From an optimization exercise on the open Yosys and OpenROAD flow, aimed at small area; shortcuts taken in it are not production practice. The RTL was checked by simulation tests, not by an equivalence proof against the original design. Power is estimated from default activity; no workload was simulated.

## flow/constraint.sdc

```tcl
create_clock -name core_clock -period 5.0 [get_ports {clk}]
set_input_delay 1.0000 -clock core_clock [delete_from_list [all_inputs] [get_ports {clk}]]
set_output_delay 1.0000 -clock core_clock [all_outputs]
set_load 0.01 [all_outputs]
```

## flow/config.mk

```make
export PLATFORM = sky130hd
export DESIGN_NAME = atm_code
export DESIGN_NICKNAME = atm_code
export VERILOG_FILES = /design/flow/design.v
export SDC_FILE = /design/flow/constraint.sdc
export NUM_CORES = 4
export LEC_CHECK = 0
export CAP_MARGIN = 20
export CORE_MARGIN = 2
export CORE_UTILIZATION = 40
export SLEW_MARGIN = 20
```

## flow/run.sh

```bash
#!/bin/bash
# synth_recipe.tcl (not shown) runs the flow's synth.tcl, then flattens the netlist and writes it again
# the make line also repeats each setting of config.mk as NAME=value (left out here)
make -C /OpenROAD-flow-scripts/flow DESIGN_CONFIG=/design/flow/config.mk WORK_HOME=/design/flow/orfs CLKGATE_MAP_FILE= SYNTH_SCRIPT=/design/flow/synth_recipe.tcl finish
```

## flow/design.v

```verilog
`timescale 1ns / 1ps
 module atm_code(input clk, input rst, input BTN3, BTN2, BTN1,input [3:0] SW,  
                     output reg [7:0] LED, output reg [6:0] digit4, digit3, digit2, digit1); 
	 reg [3:0] password;
    reg [15:0] balance;	
	 reg [3:0] current_state; 
	 reg [3:0] next_state;	
	 reg [31:0] counter; 
	 parameter [3:0] IDLE= 4'b0000;
	 parameter [3:0] PASS_ENT_3= 4'b0001;
	 parameter [3:0] PASS_ENT_2= 4'b0010;
	 parameter [3:0] PASS_ENT_1= 4'b0011;
	 parameter [3:0] LOCK = 4'b0100;
    parameter [3:0] ATM_MENU= 4'b0101;
	 parameter [3:0] MONEY= 4'b0110;
	 parameter [3:0] WARNING= 4'b0111;
	 parameter [3:0] PASS_CHG_3= 4'b1000;
	 parameter [3:0] PASS_CHG_2= 4'b1001;
	 parameter [3:0] PASS_CHG_1= 4'b1010;
	 parameter [3:0] PASS_NEW= 4'b1011;
	 always@ (posedge clk or posedge rst)
	 begin
		if(rst==1)
		begin
			current_state<=IDLE;
		end
		else
			current_state<=next_state; 
	 end
	always @ (*)
	begin
				case(current_state)
					IDLE:
					begin
						if(BTN3==1) next_state=PASS_ENT_3;
						else next_state=IDLE;
					end
					PASS_ENT_3:
					begin
						if (BTN3==1) 
						begin
							if(password==SW) next_state=ATM_MENU;	
							else next_state=PASS_ENT_2;
						end
						else if (BTN1==1) next_state=IDLE;
						else next_state=PASS_ENT_3;
					end
					PASS_ENT_2:
					begin
						if (BTN1==1) next_state=IDLE; 
						else if (BTN1==0 && BTN3==1)
						begin
							if (SW==password) next_state=ATM_MENU;
							else next_state=PASS_ENT_1;
						end
						else next_state=PASS_ENT_2;
					end
					PASS_ENT_1:
					begin
						if(BTN1==1) next_state=IDLE;  
						else if (BTN3==1)
						begin
							if (password==SW) next_state=ATM_MENU;
							else next_state=LOCK;	
						end
						else next_state=PASS_ENT_1;
					end
					LOCK:
					begin
						if(counter==32'd100) next_state=IDLE;
						else next_state=LOCK;
					end
					ATM_MENU:
					begin
						if(BTN1==1) next_state=IDLE;
						else if (BTN3==1) next_state=MONEY;
						else if (BTN2==1) next_state=PASS_CHG_3;
						else next_state=ATM_MENU;
					end
					MONEY:
					begin
						if (BTN1==1) next_state=ATM_MENU;
						else if(BTN2==1)
						begin	
							if (balance>SW) next_state=MONEY;		
							else next_state=WARNING;				
						end
						else if (BTN3==1) next_state=MONEY;
						else next_state=MONEY;
					end
					WARNING:
					begin
						if(counter==32'd50) next_state=MONEY;
						else next_state=WARNING;
					end
					PASS_CHG_3:
					begin
						if (BTN1==1) next_state=ATM_MENU;
						else if (BTN3==1)
						begin
							if (password==SW) next_state=PASS_NEW;
							else next_state=PASS_CHG_2;						
						end
						else next_state=PASS_CHG_3;
					end
					PASS_CHG_2:
					begin
						if(BTN1==1) next_state=ATM_MENU;
						else if(BTN3==1)
						begin
							if(password==SW) next_state=PASS_NEW;
							else next_state=PASS_CHG_1;
						end
						else next_state=PASS_CHG_2;
					end
					PASS_CHG_1:
					begin
						if (BTN1==1) next_state=ATM_MENU;
						else if (BTN3==1)
						begin
							if (password==SW) next_state=PASS_NEW;
							else next_state=LOCK;
						end	
						else next_state=PASS_CHG_1;						
					end
					PASS_NEW:
					begin
						if (BTN3==1) next_state=ATM_MENU;
						else next_state=PASS_NEW;
					end
					default: next_state=IDLE;
				endcase
	end
	always @ (posedge clk or posedge rst)
	begin
				if (rst) counter<=0;
				else
				begin
					case (current_state)
						LOCK:
						begin
							if(counter==32'd100) counter<=32'd0;
							else counter<=counter+1;
						end
						WARNING:
						begin
							if(counter==32'd50) counter<=32'd0;
							else counter<=counter+1;
						end
					endcase
				end
	end 	
	always @ (posedge clk or posedge rst)
	begin
			if(rst==1) 
			begin 
				balance<=16'b0000000000000000;  
				password<=4'b0000; 
				LED<=8'b10101010;
			end
			else
			begin
				case(current_state)
					IDLE: 
					begin
						LED <= 8'b00000001; 
						digit4<=7'b0110001;  
						digit3<=7'b0001000;  
						digit2<=7'b1111010;  
						digit1<=7'b1000010;  
					end
					PASS_ENT_3:
					begin
						LED <= 8'b10000000; 
						digit4<=7'b0011000;  
						digit3<=7'b0110000;  
						digit2<=7'b1111110;  
						digit1<=7'b0000110;  
					end
					PASS_ENT_2: 
					begin
						LED <= 8'b11000000;
						digit4<=7'b0011000;  
						digit3<=7'b0110000;  
						digit2<=7'b1111110;  
						digit1<=7'b0010010;  
					end
					PASS_ENT_1: 
					begin
						LED <= 8'b11100000;
						digit4<=7'b0011000;  
						digit3<=7'b0110000;  
						digit2<=7'b1111110;  
						digit1<=7'b1001111;  
					end
					LOCK:
					begin
						LED <= 8'b11111111; 
						digit4<=7'b0111000;  
						digit3<=7'b0001000;  
						digit2<=7'b1111001;  
						digit1<=7'b1110001;  
					end
					ATM_MENU: 
					begin
						LED <= 8'b00010000; 
						digit4<=7'b0000001;  
						digit3<=7'b0011000;  
						digit2<=7'b0110000;  
						digit1<=7'b1101010;  
					end
					MONEY: 
					begin
						if (BTN3==1) balance<=balance+SW; 
						else if (BTN2==1) 
						begin
							if(balance> SW) balance<=balance-SW;  
							else if (balance==SW) balance<=balance-SW;
							else balance<=balance;
						end
						LED <= 8'b00001000; 
						if (balance[15:12]==4'b0000) digit4<=7'b0000001;  
						else if (balance[15:12]==4'b0001) digit4<=7'b1001111;  
						else if (balance[15:12]==4'b0010) digit4<=7'b0010010;  
						else if (balance[15:12]==4'b0011) digit4<=7'b0000110;  
						else if (balance[15:12]==4'b0100) digit4<=7'b1001100;  
						else if (balance[15:12]==4'b0101) digit4<=7'b0100100;  
						else if (balance[15:12]==4'b0110) digit4<=7'b0100000;  
						else if (balance[15:12]==4'b0111) digit4<=7'b0001101;  
						else if (balance[15:12]==4'b1000) digit4<=7'b0000000;  
						else if (balance[15:12]==4'b1001) digit4<=7'b0000100;  
						else if (balance[15:12]==4'b1010) digit4<=7'b0001000;  
						else if (balance[15:12]==4'b1011) digit4<=7'b1100000;  
						else if (balance[15:12]==4'b1100) digit4<=7'b0110001;  
						else if (balance[15:12]==4'b1101) digit4<=7'b1000010;  
						else if (balance[15:12]==4'b1110) digit4<=7'b0110000;  
						else if (balance[15:12]==4'b1111) digit4<=7'b0111000;  
						if (balance[11:8]==4'b0000) digit3<=7'b0000001;  
						else if (balance[11:8]==4'b0001) digit3<=7'b1001111;  
						else if (balance[11:8]==4'b0010) digit3<=7'b0010010;  
						else if (balance[11:8]==4'b0011) digit3<=7'b0000110;  
						else if (balance[11:8]==4'b0100) digit3<=7'b1001100;  
						else if (balance[11:8]==4'b0101) digit3<=7'b0100100;  
						else if (balance[11:8]==4'b0110) digit3<=7'b0100000;  
						else if (balance[11:8]==4'b0111) digit3<=7'b0001101;  
						else if (balance[11:8]==4'b1000) digit3<=7'b0000000;  
						else if (balance[11:8]==4'b1001) digit3<=7'b0000100;  
						else if (balance[11:8]==4'b1010) digit3<=7'b0001000;  
						else if (balance[11:8]==4'b1011) digit3<=7'b1100000;  
						else if (balance[11:8]==4'b1100) digit3<=7'b0110001;  
						else if (balance[11:8]==4'b1101) digit3<=7'b1000010;  
						else if (balance[11:8]==4'b1110) digit3<=7'b0110000;  
						else if (balance[11:8]==4'b1111) digit3<=7'b0111000;  
						if (balance[7:4]==4'b0000) digit2<=7'b0000001;  
						else if (balance[7:4]==4'b0001) digit2<=7'b1001111;  
						else if (balance[7:4]==4'b0010) digit2<=7'b0010010;  
						else if (balance[7:4]==4'b0011) digit2<=7'b0000110;  
						else if (balance[7:4]==4'b0100) digit2<=7'b1001100;  
						else if (balance[7:4]==4'b0101) digit2<=7'b0100100;  
						else if (balance[7:4]==4'b0110) digit2<=7'b0100000;  
						else if (balance[7:4]==4'b0111) digit2<=7'b0001101;  
						else if (balance[7:4]==4'b1000) digit2<=7'b0000000;  
						else if (balance[7:4]==4'b1001) digit2<=7'b0000100;  
						else if (balance[7:4]==4'b1010) digit2<=7'b0001000;  
						else if (balance[7:4]==4'b1011) digit2<=7'b1100000;  
						else if (balance[7:4]==4'b1100) digit2<=7'b0110001;  
						else if (balance[7:4]==4'b1101) digit2<=7'b1000010;  
						else if (balance[7:4]==4'b1110) digit2<=7'b0110000;  
						else if (balance[7:4]==4'b1111) digit2<=7'b0111000;  
						if (balance[3:0]==4'b0000) digit1<=7'b0000001;  
						else if (balance[3:0]==4'b0001) digit1<=7'b1001111;  
						else if (balance[3:0]==4'b0010) digit1<=7'b0010010;  
						else if (balance[3:0]==4'b0011) digit1<=7'b0000110;  
						else if (balance[3:0]==4'b0100) digit1<=7'b1001100;  
						else if (balance[3:0]==4'b0101) digit1<=7'b0100100;  
						else if (balance[3:0]==4'b0110) digit1<=7'b0100000;  
						else if (balance[3:0]==4'b0111) digit1<=7'b0001101;  
						else if (balance[3:0]==4'b1000) digit1<=7'b0000000;  
						else if (balance[3:0]==4'b1001) digit1<=7'b0000100;  
						else if (balance[3:0]==4'b1010) digit1<=7'b0001000;  
						else if (balance[3:0]==4'b1011) digit1<=7'b1100000;  
						else if (balance[3:0]==4'b1100) digit1<=7'b0110001;  
						else if (balance[3:0]==4'b1101) digit1<=7'b1000010;  
						else if (balance[3:0]==4'b1110) digit1<=7'b0110000;  
						else if (balance[3:0]==4'b1111) digit1<=7'b0111000;  
					end
					WARNING:
					begin
						LED <= 8'b11111111; 
						digit4<=7'b1111110;  
						digit3<=7'b1101010;  
						digit2<=7'b0001000;  
						digit1<=7'b1111110;  
					end
					PASS_CHG_3:
					begin
						LED <= 8'b00000100;
						digit4<=7'b0011000;  
						digit3<=7'b0110001;  
						digit2<=7'b1111110;  
						digit1<=7'b0000110;  
					end
					PASS_CHG_2:
					begin
						LED <= 8'b00000110; 
						digit4<=7'b0011000;  
						digit3<=7'b0110001;  
						digit2<=7'b1111110;  
						digit1<=7'b0010010;  
					end
					PASS_CHG_1: 
					begin
						LED <= 8'b00000111; 
						digit4<=7'b0011000;  
						digit3<=7'b0110001;  
						digit2<=7'b1111110;  
						digit1<=7'b1001111;  
					end
					PASS_NEW: 
					begin
					if(BTN3==1)password<=SW;
					LED <= 8'b00000010; 
					digit4<=7'b0011000;  
					digit3<=7'b0001000;  
					digit2<=7'b0100100;  
					digit1<=7'b0100100;  
					end				
				endcase
			end
	end
endmodule
```

==> results by group <==
Outcome
  – Status: timing/DRC/antenna clean

Detailed routing
  – Vias/cell: 5.77
  – DR WL/cell: 16.8 um
  – Post-Route WL: 15.0 mm
  – WL met1: 7.41 mm
  – DR pass1 iterations: 5
  – Vias after detailed routing: 5156
  – Max layer used: met4
  – Met3 wire len: 763 um
  – First DRT Iteration DRCs: 410
  – Post-route ant nets: 0
  – Post-route DRC: 0
  – WL met2: 6.62 mm

Synthesis
  – Post-synth ARST share: 69.6%
  – Synthesized area per cell: 8.54 um^2
  – Post-synthesis cell type count: 65
  – Cell Area, Synth: 0.00594 mm^2
  – Cells after synthesis: 695
  – Mapped Nets: 717
  – Yosys Warn Count: 1
  – #FFs+latches synth: 92
  – Number of flops mapped to enable cells by yosys: 28
  – Primary FF master, synth: dfrtp_1
  – Sequential-to-total area share from yosys stat: 41.2%

Placed design
  – GPL Wtd Cong: 0.862
  – Count of buffers from port buffering: 44
  – DP Wirelength: 10.8 mm

Hold path
  – Hold path cells: 1
  – Worst hold path type: register to register
  – Worst Min Path Start: counter[25]

Worst setup path
  – FF-to-FF Start: current_state[2]
  – R2R cell count: 7
  – Reg2reg setup slack: 2.15 ns
  – Slowest-stage cell, CP: clkdlybuf4s50_1
  – Worst endpoint required time: 5.27 ns
  – CP Capture Point: balance[15]
  – FF-to-FF End: counter[4]
  – Crit-path max FO: 24
  – CP Class: input pin to register
  – Peak per-stage delay on the critical path: 1.08 ns
  – CP startpoint: BTN3
  – Critical Path End Type: register
  – Cells along the critical path: clkdlybuf4s50_1 > nand3_1 > a2111oi_0 > a2bb2oi_1 > nor3_2 > xor2_1
  – CP arrival: 3.46 ns
  – Startpoint Class: input pin

Pwr
  – Clk pwr share: 21.3%
  – Power Dens Cells: 507 mW/mm^2
  – Lkg Pwr: 2.65 nW
  – Switching Share: 41.1%
  – Worst VDD drop: 0.186 mV
  – Sequential fraction of design power: 36.2%
  – Net Sw Power: 1.40 mW
  – Internal power: 2.01 mW
  – Combinational share of power: 42.6%

Clocking
  – CTS Buf Count: 9
  – # clock sinks: 92
  – Post-cts repair resize count: 0
  – Post-CTS Setup Inserts: 0
  – Clock buffer depth: 2
  – CTS tree: yes
  – CTS Hold Bufs: 0
  – Root buf cell: clkbuf_16
  – Skew-Pair Late Insertion Delay: 0.35 ns
  – Clock-pin slew on the worst setup and hold paths: 0.06 ns
  – H-tree levels: 3

GRT
  – Antenna violations before repair: 0
  – Vias in the first global route: 4875
  – Gr ovfl total: 0
  – Global-route wire length before repair: 25.3 mm
  – Largest net degree at the start of global routing: 44
  – GRT Resource Usage Total: 19.4%

Timing
  – Final hold vios: 0
  – Minimum clock period: 3.19 ns
  – Final hold slack: 0.492 ns
  – Actual slew at the worst max-slew pin: 0.955 ns
  – Layout Skew: 0.00660 ns
  – Max Slew Vio Count: 0
  – Final period utilization: 63.8%
  – Slew Limit Headroom: 36.2%
  – TNS Setup: 0 ns
  – Fmax achieved: 314 MHz
  – Setup violators final: 0
  – RSZ-0062 raised after global routing: no

Final layout
  – Ratio of cells with drive above 1 in the final layout: 7.19%
  – Most common cell after layout, fill and taps aside: nand2_1
  – Filler cell count: 1442
  – Nets: 726
  – Area of the multi-input gates: 0.00317 mm^2
  – Area delta synth->final: 13.3%
  – Final core occ: 46.3%
  – Register area: 0.00245 mm^2
  – # diodes: 0
  – Most frequent cells in the layout: nand2_1, nor2_1, dfrtp_1

Floorplan
  – Die width: 126 um
  – # rows: 44
  – Ports: 45
  – Core Region: 0.0145 mm^2
  – Initial Utilization: 40.8%
  – Die area: 0.0158 mm^2
  – Die Y: 126 um

Flow run
  – Max cap viols: 0
## power groups by stage
stage | Combinational [mW] | Sequential (mW) | Clock (mW)
global placement | 1.41 | 1.23 | 0
floorplan | 1.06 | 1.14 | 0
finish | 1.45 | 1.23 | 0.727
global route | 1.61 | 1.26 | 0.772
detailed placement | 1.43 | 1.25 | 0
CTS | 1.44 | 1.23 | 0.739
## per-layer routing
metal / vias up / track usage (%)
li1: 2476 / -
met1: 2503 / 29.3
met2: 155 / 29.0
met3: 22 / 3.31
met4: 0 / 5.24
met5: - / 0
## worst max-delay path, delay by kind of cell
family          cells  cell delay [ns]
simple gates        2             0.41
xor+xnor            1             0.16
compound gates      2             0.80
buf+inv             1             1.08
## worst min-delay path by stage
stage	endpoint
floorplan	counter[31]
global placement	counter[29]
detailed placement	counter[25]
CTS	counter[31]
global route	counter[25]
finish	counter[25]
## synth_stat cells, types with 6 or more instances
cell type / n / area share (%)
a211oi_1: 6 / 0.76
a21oi_1: 50 / 4.2
a31oi_1: 9 / 0.95
and3_1: 9 / 0.95
buf_1: 6 / 0.38
buf_2: 9 / 0.76
clkbuf_1: 31 / 2.0
dfrtp_1: 60 / 25
edfxtp_1: 28 / 14
ha_1: 11 / 2.3
inv_1: 24 / 1.5
nand2_1: 82 / 5.2
nand2b_1: 11 / 1.2
nand3_1: 26 / 2.2
nand4_1: 11 / 1.2
nor2_1: 77 / 4.9
nor2b_1: 8 / 0.84
nor3_1: 19 / 1.6
nor4_1: 8 / 0.84
o211ai_1: 7 / 0.89
o21ai_0: 58 / 4.9
o22ai_1: 6 / 0.63
xnor2_1: 30 / 4.4
xor2_1: 20 / 3.0
## registers in the layout, summed over array words and instances, names as in the netlist
| name | cells |
|---|---|
| password | 4 |
| digit2 | 7 |
| digit3 | 7 |
| current_state | 4 |
| balance | 16 |
| counter | 32 |
| digit1 | 7 |
| digit4 | 7 |
| LED | 8 |
## cell type report
type,count,area share [%]
Tap cell,184,3.42
Timing Repair Buffer,49,7.10
Multi-Input combinational cell,528,47.1
Clock inverter,7,1.32
Sequential cell,92,36.4
Clock buffer,9,3.35
Inverter,24,1.34
## cell families after synthesis
| group | count (synthesis) | share of synthesized area, % |
|---|---|---|
| fa+ha+maj | 13 | 2.99 |
| flops | 92 | 41.2 |
| mux | 6 | 1.10 |
| buf+inv | 75 | 5.40 |
| compound gates | 179 | 18.5 |
| simple gates | 280 | 23.4 |
| xor+xnor | 50 | 7.38 |
## stage by stage
step                cells  cell area, um^2  power [mW]  worst slack, ns
finish                893             6730        3.41             1.81
global placement      877             6410        2.64             1.55
detailed placement    877             6410        2.68             1.48
global route          893             6730        3.65             1.51
floorplan             695             5940        2.21             2.30
CTS                   893             6730        3.41             1.84

-- what the ideal ports hide --
The flow's constraints put no driver on any port. The routed layout listed below was extracted and timed again, unchanged, in two steps. Step 1 sets driving cells, clkbuf_16 on the clock port and buf_2 on the other inputs (assumed; they add their load-dependent delay and slew). Step 2, shift: input delay + t, output delay - t, t = (earliest + latest rising clock arrival at the registers) / 2. This alone moves slack from input paths to output paths. Three values: ideal, step 1, step 2; two values: the first two.
shift t [ns]: 0.383
slack for setup (ns): 1.812 / 1.826 / 1.444
worst hold slack (ns): 0.492 / 0.492 / 0.492
pins driven straight from the clock port: 1
After both steps this run still meets setup and hold. For this run, drivers alone change the setup slack by +0.014 ns; drivers and shift together by -0.368 ns.
